Context: an optimization exercise on an open-source flow, tuned for small area. The choices shown serve that exercise and are no tape-out recipe.
Function was checked by simulation only, so behaviour that the tests miss may differ from the original.
Power figures rest on the tool's default switching activity, not on a simulated workload.

--- design/flow/design.v ---
`timescale 1ns / 1ps
module clock_divider(
    input i_clk, i_reset,
    output o_clk,
    output o_tick
    );
    reg [5:0] r_counter;
    reg r_clk;
    assign o_clk = r_clk;
    assign o_tick = (r_counter == 49) && !r_clk;
    always @(posedge i_clk or posedge i_reset) begin
        if(i_reset) begin
            r_counter <= 0;
            r_clk <= 1'b0;
        end
        else begin
            if(r_counter == 49) begin
                r_counter <= 0;
                r_clk <= ~r_clk;
            end
            else r_counter <= r_counter + 1;
        end
    end
endmodule
`timescale 1ns / 1ps
module clock_divider_FND(
    input i_clk, i_reset,
    output o_clk,
    output o_tick
    );
    reg r_clk;
    reg [15:0] r_counter;
    assign o_clk = r_clk;
    assign o_tick = (r_counter == 249) && !r_clk;
    always @(posedge i_clk or posedge i_reset) begin
        if(i_reset) begin
            r_clk <= 1'b0;
            r_counter <= 0;
        end
        else begin
            if(r_counter == 249) begin
                r_counter <= 0;
                r_clk <= ~r_clk;
            end
            else r_counter <= r_counter + 1;
        end
    end
endmodule
`timescale 1ns / 1ps
module clock_counter(
    input i_clk, i_reset, i_en,
    output [9:0] o_counter
    );
    reg [9:0] r_counter;
    assign o_counter = r_counter;
    always @(posedge i_clk or posedge i_reset) begin
        if(i_reset) begin
            r_counter <= 0;
        end
        else if(i_en) begin
            if(r_counter == 999) begin
                r_counter <= 0;
            end
            else r_counter <= r_counter + 1;
        end
    end
endmodule
`timescale 1ns / 1ps
module PWM(
    input [9:0] i_counter,
    output [3:0] o_pwm
    );
    assign o_pwm[0] = (i_counter < 300) ? 1'b1 : 1'b0;
    assign o_pwm[1] = (i_counter < 600) ? 1'b1 : 1'b0;
    assign o_pwm[2] = (i_counter < 800) ? 1'b1 : 1'b0;
    assign o_pwm[3] = (i_counter < 999) ? 1'b1 : 1'b0;
endmodule
`timescale 1ns / 1ps
module MUX_4x1(
    input [3:0] i_pwm,
    input [2:0] i_pwm_state,
    output o_pwm
    );
    reg r_pwm;
    assign o_pwm = r_pwm;
    always @(*) begin
        r_pwm <= 1'b0;
        case(i_pwm_state)
            3'b000 : r_pwm <= 1'b0;
            3'b001 : r_pwm <= i_pwm[0];
            3'b010 : r_pwm <= i_pwm[1];
            3'b011 : r_pwm <= i_pwm[2];
            3'b100 : r_pwm <= i_pwm[3];
        endcase
    end
endmodule
`timescale 1ns / 1ps
module button(
    input i_clk, i_reset, i_en, i_button,
    output o_button
    );
    parameter TRUE = 1'b1, FALSE = 1'b0, DEBOUNCE = 50,
                RELEASED = 1'b0, PUSHED = 1'b1;
    reg [31:0] r_counter;
    reg r_button, prevState;
    assign o_button = r_button;
    always @(posedge i_clk or posedge i_reset) begin
        if(i_reset) begin
            r_button <= FALSE;
            prevState <= RELEASED;
            r_counter <= 0;
        end
        else if(i_en) begin
            if(i_button == PUSHED && prevState == RELEASED &&  r_counter < DEBOUNCE) begin
                r_counter <= r_counter + 1;
                r_button <= FALSE;
            end
            else if(i_button == PUSHED && prevState == RELEASED && DEBOUNCE == r_counter) begin
                prevState <= PUSHED;
                r_counter <= 0;
                r_button <= FALSE;
            end
            else if(i_button == RELEASED && prevState == PUSHED && r_counter < DEBOUNCE) begin
                r_counter <= r_counter + 1;
                r_button <= FALSE;
            end
            else if(i_button == RELEASED && prevState == PUSHED && DEBOUNCE == r_counter) begin
                r_counter <= 0;
                prevState <= RELEASED;
                r_button <= TRUE;
            end
            else r_button <= FALSE;
        end
    end
endmodule
`timescale 1ns / 1ps
module FSM_motor(
    input [2:0] i_button,
    input i_reset, i_clk, i_en, i_timer_mode,
    input [4:0] i_time,
    output [2:0] o_pwm_state
    );
    parameter TRUE = 1'b1, FALSE = 1'b0;
    parameter PWM0 = 3'b000, PWM1 = 3'b001, PWM2 = 3'b010, PWM3 = 3'b011, PWM4 = 3'b100;
    reg [2:0] curState, nextState, r_pwm_state;
    assign o_pwm_state = r_pwm_state;
    always @(posedge i_clk or posedge i_reset) begin
        if(i_reset) begin
            curState <= PWM0;
        end
        else if(i_en) begin
            if(i_timer_mode) begin
                if(i_time == 0) begin
                    curState <= PWM0;
                end
                else curState <= nextState;
            end
            else curState <= nextState;
        end
    end
    always @(*) begin
        case (curState)
            PWM0:
            if(i_button[0] == TRUE) begin
                nextState <= PWM1;
            end
            else nextState <= PWM0;
            PWM1:
            if(i_button[0] == TRUE) begin
                nextState <= PWM2;
            end
            else if(i_button[1] == TRUE) begin
                nextState <= PWM0;
            end
            else if(i_button[2] == TRUE) begin
                nextState <= PWM0;
            end
            else nextState <= PWM1;
            PWM2:
            if(i_button[0] == TRUE) begin
                nextState <= PWM3;
            end
            else if(i_button[1] == TRUE) begin
                nextState <= PWM1;
            end
            else if(i_button[2] == TRUE) begin
                nextState <= PWM0;
            end
            else nextState <= PWM2;
            PWM3:
            if(i_button[0] == TRUE) begin
                nextState <= PWM4;
            end
            else if(i_button[1] == TRUE) begin
                nextState <= PWM2;
            end
            else if(i_button[2] == TRUE) begin
                nextState <= PWM0;
            end
            else nextState <= PWM3;
            PWM4:
            if(i_button[0] == TRUE) begin
                nextState <= PWM4;
            end
            else if(i_button[1] == TRUE) begin
                nextState <= PWM3;
            end
            else if(i_button[2] == TRUE) begin
                nextState <= PWM0;
            end
            else nextState <= PWM4;
            default: nextState <= PWM0;
        endcase
    end
    always @(*) begin
        case (curState)
            PWM0 : r_pwm_state <= 3'b000;
            PWM1 : r_pwm_state <= 3'b001;
            PWM2 : r_pwm_state <= 3'b010;
            PWM3 : r_pwm_state <= 3'b011;
            PWM4 : r_pwm_state <= 3'b100;
            default: r_pwm_state <= 3'b000;
        endcase
    end
endmodule
`timescale 1ns / 1ps
module FSM_Time(
    input i_clk, i_reset, i_en,
    input [1:0] i_button,
    input i_offButton,
    input [2:0] i_pwm_state,
    output [4:0] o_timeState
    );
    parameter TRUE = 1'b1, FALSE = 1'b0;
    parameter TIME0 = 2'b00, TIME1 = 2'b01, TIME2 = 2'b10, TIME3 = 2'b11;
    reg [1:0] curState, nextState;
    reg [4:0] r_timeState;
    assign o_timeState = r_timeState;
    always @(posedge i_clk or posedge i_reset) begin
        if(i_reset) begin
            curState <= TIME0;
        end
        else if(i_en) begin
            if(i_pwm_state == 0) begin
                curState <= TIME0;
            end
            else curState <= nextState;
        end
    end
    always @(*) begin
        case (curState)
            TIME0 :
            if(i_button[0] == TRUE) begin
                nextState <= TIME1;
            end
            else if(i_offButton == TRUE) begin
                nextState <= TIME0;
            end
            else nextState <= TIME0;
            TIME1 :
            if(i_button[0] == TRUE) begin
                nextState <= TIME2;
            end
            else if(i_button[1] == TRUE) begin
                nextState <= TIME0;
            end
            else if(i_offButton == TRUE) begin
                nextState <= TIME0;
            end
            else nextState <= TIME1;
            TIME2 :
            if(i_button[0] == TRUE) begin
                nextState <= TIME3;
            end
            else if(i_button[1] == TRUE) begin
                nextState <= TIME1;
            end
            else if(i_offButton == TRUE) begin
                nextState <= TIME0;
            end
            else nextState <= TIME2;
            TIME3 :
            if(i_button[0] == TRUE) begin
                nextState <= TIME3;
            end
            else if(i_button[1] == TRUE) begin
                nextState <= TIME2;
            end
            else if(i_offButton == TRUE) begin
                nextState <= TIME0;
            end
            else nextState <= TIME3;
            default: nextState <= TIME0;
        endcase
    end
    always @(*) begin
        case(curState)
        TIME0 : r_timeState <= 5'd0;
        TIME1 : r_timeState <= 5'd10;
        TIME2 : r_timeState <= 5'd20;
        TIME3 : r_timeState <= 5'd30;
        endcase
    end
endmodule
`timescale 1ns / 1ps
module time_clock_counter(
    input i_clk, i_reset, i_en, i_timer_mode, i_offButton,
    input [4:0] i_timeState,
    output [4:0] o_counter
    );
    reg [9:0] r_counter;
    reg [4:0] r_sec;
    assign o_counter = r_sec;
    always @(posedge i_clk or posedge i_reset) begin
        if(i_reset) begin
            r_counter <= 0;
            r_sec <= 0;
        end
        else if(i_offButton) begin
            r_counter <= 0;
            r_sec <= 0;
        end
        else if(i_en) begin
            if(i_timer_mode) begin
                if(r_counter == 99) begin
                    r_counter <= 0;
                    r_sec <= r_sec + 1;
                end
                else if(r_sec == i_timeState) begin
                    r_counter <= 0;
                end
                else r_counter <= r_counter + 1;
            end
            else begin
                r_counter <= 0;
                r_sec <= 0;
            end
        end
    end
endmodule
`timescale 1ns / 1ps
module time_comparator(
    input [4:0] i_counter,
    input [4:0] i_timeState,
    input i_reset, i_clk,
    output [4:0] o_time
    );
    reg [4:0] r_sec;
    reg [4:0] r_hold;
    assign o_time = r_sec;
    always @(*) begin
        if(i_counter < i_timeState) begin
            r_sec = i_timeState - i_counter;
        end
        else if(i_counter == i_timeState) begin
            r_sec = 0;
        end
        else r_sec = r_hold;
    end
    always @(posedge i_clk or posedge i_reset) begin
        if(i_reset) r_hold <= 0;
        else r_hold <= r_sec;
    end
endmodule
`timescale 1ns / 1ps
module digit_divider(
    input [3:0] i_value,
    input [4:0] i_timeState,
    output [3:0] o_four, o_three, o_two, o_one
    );
    assign o_four = i_timeState/10%10;
    assign o_three = i_timeState%10;
    assign o_two = i_value/10%10;
    assign o_one = i_value%10;
endmodule
`timescale 1ns / 1ps
module display_fnd_state(
    input [2:0] i_pwm_state,
    output [3:0] o_Fnd
    );
    reg [3:0] r_Fnd;
    assign o_Fnd = r_Fnd;
    always @(*) begin
        case(i_pwm_state)
            3'b000 : r_Fnd <= 4'd0;
            3'b001 : r_Fnd <= 4'd1;
            3'b010 : r_Fnd <= 4'd2;
            3'b011 : r_Fnd <= 4'd3;
            3'b100 : r_Fnd <= 4'd4;
            default : r_Fnd <= 4'd0;
        endcase
    end
endmodule
`timescale 1ns / 1ps
module display_led_state(
    input [2:0] i_pwm_state,
    output [3:0] o_Led
    );
    reg [3:0] r_Led;
    assign o_Led = r_Led;
    always @(*) begin
        case(i_pwm_state)
            3'b000 : r_Led <= 4'b0000;
            3'b001 : r_Led <= 4'b1000;
            3'b010 : r_Led <= 4'b1100;
            3'b011 : r_Led <= 4'b1110;
            3'b100 : r_Led <= 4'b1111;
            default : r_Led <= 4'b0000;
        endcase
    end
endmodule
`timescale 1ns / 1ps
module FND_position_counter(
    input i_clk, input i_reset, input i_en,
    output [1:0] o_digit
    );
    reg [1:0] r_counter;
    assign o_digit = r_counter;
    always @(posedge i_clk or posedge i_reset) begin
        if(i_reset) begin
            r_counter <= 0;
        end
        else if(i_en) r_counter <= r_counter + 1;
    end
endmodule
`timescale 1ns / 1ps
module FND_position_decoder(
    input [1:0] i_digit,
    output [3:0] o_position
    );
    reg [3:0] r_position;
    assign o_position = r_position;
    always @(*) begin
        case (i_digit)
            2'b00 : r_position <= 4'b1110; 
            2'b01 : r_position <= 4'b1101; 
            2'b10 : r_position <= 4'b1011; 
            2'b11 : r_position <= 4'b0111; 
        endcase
    end
endmodule
`timescale 1ns / 1ps
module FND_position_MUX_4x1(
    input [3:0] i_four, i_three, i_two, i_one,
    input [1:0] i_sel,
    output [3:0] o_value
    );
    reg [3:0] r_value;
    assign o_value = r_value;
    always @(*) begin
        case (i_sel)
            2'b00 : r_value = i_one;
            2'b01 : r_value = i_two;
            2'b10 : r_value = i_three;
            2'b11 : r_value = i_four;
        endcase
    end
endmodule
`timescale 1ns / 1ps
module BCDtoFND_decoder(
    input i_reset,
    input [3:0] i_Fnd,
    output [7:0] o_font
    );
    reg [7:0] r_font;
    assign o_font = r_font;
    always @(*) begin
        if(i_reset) begin
            r_font <= 8'hff;
        end
        else begin
            case (i_Fnd)
                4'h0 : r_font <= 8'hc0;
                4'h1 : r_font <= 8'hf9;
                4'h2 : r_font <= 8'ha4;
                4'h3 : r_font <= 8'hb0;
                4'h4 : r_font <= 8'h99;
                4'h5 : r_font <= 8'h92;
                4'h6 : r_font <= 8'h82;
                4'h7 : r_font <= 8'hf8;
                4'h8 : r_font <= 8'h80;
                4'h9 : r_font <= 8'h90;
                4'ha : r_font <= 8'h7f;
                default: r_font <= 8'hff;
            endcase
        end
    end
endmodule
`timescale 1ns / 1ps
module top_motor(
    input i_clk, i_reset, i_timer_mode,
    input [2:0] i_button,
    input [1:0] i_button_time,
    output o_pwm,
    output [3:0] o_Led,
    output [7:0] o_font,
    output [3:0] o_position
    );
    wire w_clk_1MHz, w_en_1MHz;
    clock_divider clk_div(
    .i_clk(i_clk),
    .i_reset(i_reset),
    .o_clk(w_clk_1MHz),
    .o_tick(w_en_1MHz)
    );
    wire [9:0] w_counter_pwm;
    clock_counter clk_cnt(
    .i_clk(i_clk),
    .i_reset(i_reset),
    .i_en(w_en_1MHz),
    .o_counter(w_counter_pwm)
    );
    wire [3:0] w_pwm;
    PWM pwm(
    .i_counter(w_counter_pwm),
    .o_pwm(w_pwm)
    );
    wire [2:0] w_pwm_state;
    MUX_4x1 mux_4x1(
    .i_pwm(w_pwm),
    .i_pwm_state(w_pwm_state),
    .o_pwm(o_pwm)
    );
    wire w_clk_1kHz, w_en_1kHz;
    clock_divider_FND clk_div_fnd(
    .i_clk(i_clk),
    .i_reset(i_reset),
    .o_clk(w_clk_1kHz),
    .o_tick(w_en_1kHz)
    );
    wire [2:0] w_button;
    button upButton(
    .i_clk(i_clk),
    .i_reset(i_reset),
    .i_en(w_en_1MHz),
    .i_button(i_button[0]),
    .o_button(w_button[0])
    );
    button downButton(
    .i_clk(i_clk),
    .i_reset(i_reset),
    .i_en(w_en_1MHz),
    .i_button(i_button[1]),
    .o_button(w_button[1])
    );
    button offButton(
    .i_clk(i_clk),
    .i_reset(i_reset),
    .i_en(w_en_1MHz),
    .i_button(i_button[2]),
    .o_button(w_button[2])
    );
    wire [1:0] w_button_time;
    button plusButton(
    .i_clk(i_clk),
    .i_reset(i_reset),
    .i_en(w_en_1MHz),
    .i_button(i_button_time[0]),
    .o_button(w_button_time[0])
    );
    button minusButton(
    .i_clk(i_clk),
    .i_reset(i_reset),
    .i_en(w_en_1MHz),
    .i_button(i_button_time[1]),
    .o_button(w_button_time[1])
    );
    wire [4:0] w_time;
    FSM_motor fsm_motor(
    .i_button(w_button),
    .i_reset(i_reset),
    .i_clk(i_clk),
    .i_en(w_en_1MHz),
    .i_timer_mode(i_timer_mode),
    .i_time(w_time),
    .o_pwm_state(w_pwm_state)
    );
    wire [3:0] w_Fnd;
    display_led_state display_led_state(
    .i_pwm_state(w_pwm_state),
    .o_Led(o_Led)
    );
    display_fnd_state display_fnd_state(
    .i_pwm_state(w_pwm_state),
    .o_Fnd(w_Fnd)
    );
    wire [3:0] w_four, w_three, w_two, w_one;
    digit_divider digit_div(
    .i_timeState(w_time),
    .i_value(w_Fnd),
    .o_four(w_four),
    .o_three(w_three),
    .o_two(w_two),
    .o_one(w_one)
    );
    wire [3:0] w_value;
    wire [1:0] w_digit;
    FND_position_MUX_4x1 fnd_position_MUX(
    .i_four(w_four),
    .i_three(w_three),
    .i_two(w_two),
    .i_one(w_one),
    .i_sel(w_digit),
    .o_value(w_value)
    );
    FND_position_counter FND_position_cnt(
    .i_clk(i_clk),
    .i_reset(i_reset),
    .i_en(w_en_1kHz),
    .o_digit(w_digit)
    );
    FND_position_decoder FND_position(
    .i_digit(w_digit),
    .o_position(o_position)
    );
    BCDtoFND_decoder BCDtoFND_decoder(
    .i_reset(i_reset),
    .i_Fnd(w_value),
    .o_font(o_font)
    );
    wire [4:0] w_timeState;
    FSM_Time fsm_time(
    .i_clk(i_clk),
    .i_reset(i_reset),
    .i_en(w_en_1MHz),
    .i_button(w_button_time),
    .i_offButton(w_button[2]),
    .i_pwm_state(w_pwm_state),
    .o_timeState(w_timeState)
    );
    wire [4:0] w_time_counter;
    time_clock_counter time_clk_cnt(
    .i_clk(i_clk),
    .i_reset(i_reset),
    .i_en(w_en_1kHz),
    .i_timer_mode(i_timer_mode),
    .i_offButton(i_button[2]),
    .i_timeState(w_timeState),
    .o_counter(w_time_counter)
    );
    time_comparator time_cmp(
    .i_counter(w_time_counter),
    .i_timeState(w_timeState),
    .i_reset(i_reset),
    .i_clk(i_clk),
    .o_time(w_time)
    );
endmodule
--- design/flow/run.sh ---
#!/bin/bash
# synth_recipe.tcl (not shown) runs the flow's synth.tcl, then flattens the netlist and writes it again
# the make line also repeats each setting of config.mk as NAME=value (left out here)
make -C /OpenROAD-flow-scripts/flow DESIGN_CONFIG=/design/flow/config.mk WORK_HOME=/design/flow/orfs CLKGATE_MAP_FILE= SYNTH_SCRIPT=/design/flow/synth_recipe.tcl finish
--- design/flow/config.mk ---
export PLATFORM = sky130hd
export DESIGN_NAME = top_motor
export DESIGN_NICKNAME = top_motor
export VERILOG_FILES = /design/flow/design.v
export SDC_FILE = /design/flow/constraint.sdc
export NUM_CORES = 4
export LEC_CHECK = 0
export CAP_MARGIN = 20
export CORE_MARGIN = 2
export CORE_UTILIZATION = 40
export SLEW_MARGIN = 20
--- design/flow/constraint.sdc ---
create_clock -name core_clock -period 10.0 [get_ports {i_clk}]
set_input_delay 2.0000 -clock core_clock [delete_from_list [all_inputs] [get_ports {i_clk}]]
set_output_delay 2.0000 -clock core_clock [all_outputs]
set_load 0.01 [all_outputs]
==> results.yml <==
routing:
  drt_first_iter_violations: 344
  finalWirelength_um: 17400
  vias_per_cell: 5.03
  postRouteAntennaNets: 0
  vias: 6420
  drt_drc_violations_left: 0
  firstDrtPassIters: 5
  wl_per_cell_um: 13.6
sta:
  fin_setup_tns_ns: 0
  skew_ns: 0.0142
  setup_viol: 0
  final-hold-violation-count: 0
  rsz0062_at_grt: "false"
  min_period_over_period: 0.748
  relSlewSlack: 0.506
  slew_violations: 0
  max_clock_freq_mhz: 134
  worst_slew_pin_slew_ns: 0.741
  post-route-min-period_ns: 7.48
status:
  status: "timing/DRC/antenna clean"
setup_path:
  r2r_end: "fsm_motor.curState[2]"
  start_kind: "flop"
  cp_slowest_cell: "dfrtp_1"
  worstPathArrival_ns: 5.48
  worst_ep_required_time_ns: 8.00
  critPathKind: "reg2out"
  cp-end-kind: "output pin"
  path_cells: "nor2b_1 -> nor2_1 -> ha_1 -> and4_1 -> o41ai_4 -> nor2_1 -> inv_1 -> nor2_1 -> o21ai_0 -> ha_1 -> nand2b_1 -> a211oi_2 -> o22ai_1 -> mux2i_4 -> ha_1 -> nor3b_1 -> a2bb2oi_1 -> clkdlybuf4s50_1"
  regToRegSetupSlack_ns: 7.04
  crit_family: "compound AO/OA/AOI/OAI gates"
  worstPathMaxFanout: 17
  path_buf_inv: 2
  slowest_delay_ns: 0.63
  rr_worst_depth: 11
  r2r-start: "fsm_time.curState[0]"
finish:
  diodes: 0
  fill_cells: 2395
  multiInputGateArea_um2: 3920
  fin_cells: 1277
  final_area_um2: 11300
  seq_area_um2: 5780
  synthToLayoutAreaGrowth_pct: 8.90
  drive_gt1_frac: 0.0828
  nets: 967
yosys:
  yosysWarningCount: 15
  synth_top_area_frac: 0.555
  yosys-top-cells-area: "dfrtp_1, clkbuf_1, ha_1"
  synth_compound_gate_area_share: 0.109
  synthTopCellsByCount: "dfrtp_1, clkbuf_1, nor2_1, nand2_1, o21ai_0"
  muxShareOfSynthArea: 0.0111
  syn-num-nets: 1063
  synth_top_family_by_area: "simple AND/OR/NAND/NOR gates"
  yosys.area.top_type: "dfrtp_1"
  yosysSeqAreaShare: 0.555
  synth_most_common_cell: "dfrtp_1"
  netlist_instances: 1020
  ys_ff_latch: 231
  synthAdderAreaFrac: 0.0430
  synth_xor_area_frac: 0.0378
  synth_area_um2: 10400
  ys_types: 77
  async_reset_ff_frac: 1.00
  synth-simple-area-share: 0.175
  yosys_most_used_dff: "dfrtp_1"
  syn_area_per_cell_um2: 10.2
  synth_edf_count: 0
clock_tree:
  tritoncts: "built"
  clockRootBuffer: "clkbuf_16"
  cts-resized-gates: 0
  clkSlewWorstSetupHoldPaths_ns: 0.06
  insertion_delay_ns: 0.52
  cts_max_level: 1
  numClockSinks: 231
  cts_buffers: 24
  post_cts_buffers: 0
  hold_buffers: 0
  clockBufferDepth: 3
global_route:
  grt_pass1_wl_um: 30400
  overflow: 0
  grt_max_degree: 105
  grtUsageTotal: 0.133
  antenna_found_initial: 0
  grt_pass1_vias: 6334
job:
  drv_cap: 0
placement:
  dp_hpwl_um: 11900
  io_buffer_count: 24
  globalplace.congestion: 0.841
  placed_cell_area_um2: 10500
  place_inst: 1233
die:
  die-width_um: 165
  die_area_um2: 27300
  die_y_um: 165
  rows: 59
  io_pins: 25
  coreArea_um2: 25800
  initial_core_util: 0.403
worst_hold_path:
  hp-start: "downButton.r_counter[26]"
  holdPathStages: 0
  holdCritPathClass: "reg2reg"
  hold_end: "downButton.r_counter[26]"
power_and_ir_drop:
  vdd_drop_max_uv: 95.8
  p_leak_nw: 5.30
  fin_total_pwr_mw: 1.90
  powerDensity_nw_per_um2: 167
layout make-up:
type                    count  share of cell area
clock buffers              33              0.0603
inverters                  37              0.0131
repair buffers             28              0.0242
clock inverters            11              0.0100
multi-input cells         602               0.346
flip-flops and latches    231               0.510
well taps                 335              0.0370
cells by family (layout without fill, tap and decap cells):
family                     count (synthesis)  count (layout)
and+or+nand+nor                          354             354
DFF                                      231             231
buffers and inverters                    187             109
AOI/OAI and AO/OA                        157             157
xor gates and xnor gates                  45              45
adders and majority gates                 36              36
muxes                                     10              10
cells in the final DEF, fill, tap and decap left out, types with 19 or more instances in the layout:
| cell type | netlist | routed |
|---|---|---|
| o21ai_0 | 55 | 55 |
| nor2_1 | 85 | 84 |
| dfrtp_1 | 231 | 231 |
| inv_1 | 36 | 35 |
| clkbuf_16 | 0 | 24 |
| nand2b_1 | 19 | 19 |
| nor3_1 | 19 | 19 |
| nand4_1 | 28 | 28 |
| xnor2_1 | 23 | 23 |
| xor2_1 | 22 | 22 |
| clkdlybuf4s50_1 | 0 | 24 |
| ha_1 | 35 | 35 |
| nor4_1 | 38 | 37 |
| nand2_1 | 78 | 78 |
| nand3_1 | 25 | 25 |
through the flow:
step | worst slack (ns) | util | hold slack (ns)
after CTS | 2.56 | 0.439 | 0.380
after global placement | 3.26 | 0.408 | 0.365
after detailed placement | 3.13 | 0.408 | 0.366
after global routing | 2.01 | 0.439 | 0.386
after floorplan | 0.474 | - | 0.429
final | 2.52 | 0.439 | 0.374
power by group:
| part | internal (mW) | switching, mW |
|---|---|---|
| Clock | 0.510 | 0.364 |
| Combinational | 0.0251 | 0.0539 |
| Sequential | 0.938 | 0.00328 |
| Total | 1.47 | 0.421 |
sequential cells by signal, summed over array words and instances (netlist names), 6 cells and up:
name and cells:
upButton.r_counter 32, downButton.r_counter 32, time_clk_cnt.r_counter 10, clk_cnt.r_counter 10, minusButton.r_counter 32, clk_div_fnd.r_counter 16
offButton.r_counter 32, plusButton.r_counter 32, clk_div.r_counter 6
how the worst max path moves through the flow:
stage                                    start        end  slack [ns]  cells after the start
after CTS                 fsm_time.curState[0]  o_font[2]        2.56                     18
after detailed placement  fsm_time.curState[0]  o_font[2]        3.13                     18
after global routing      fsm_time.curState[0]  o_font[2]        2.01                     18
after floorplan                        i_reset  o_font[7]        0.47                      2
final                     fsm_time.curState[0]  o_font[2]        2.52                     18
after global placement    fsm_time.curState[0]  o_font[2]        3.26                     18
routing by layer:
layer / track usage / wire [um]
met4: 0.0337 / 284
met2: 0.208 / 7610
met1: 0.193 / 8720
met5: 0 / 0
met3: 0.0247 / 742

==> re-timing with driven ports <==
How much do the figures lean on ideal ports? The routed layout below was timed once more, with nothing changed but the port constraints. Step 1 assumes that a clkbuf_16 drives the clock port and a buf_2 every other input. Step 2 times the ports against the registers' clock, not the clock port: input delays grow and output delays shrink by t, the midpoint of the rising clock arrivals with the driver on. Three values: no drivers, after step 1, after step 2; two values: the first two.
shift t [ns]: 0.552
setup WS [ns]: 2.522 / 2.478 / 3.030
worst setup path at the end: register to output
worst slew at a driven data input, ns: 0.04
pins driven straight from the clock port: 1
After both steps setup and hold are still met in this run. The setup slack of this run moves by -0.044 ns with the drivers and by +0.508 ns with both steps.
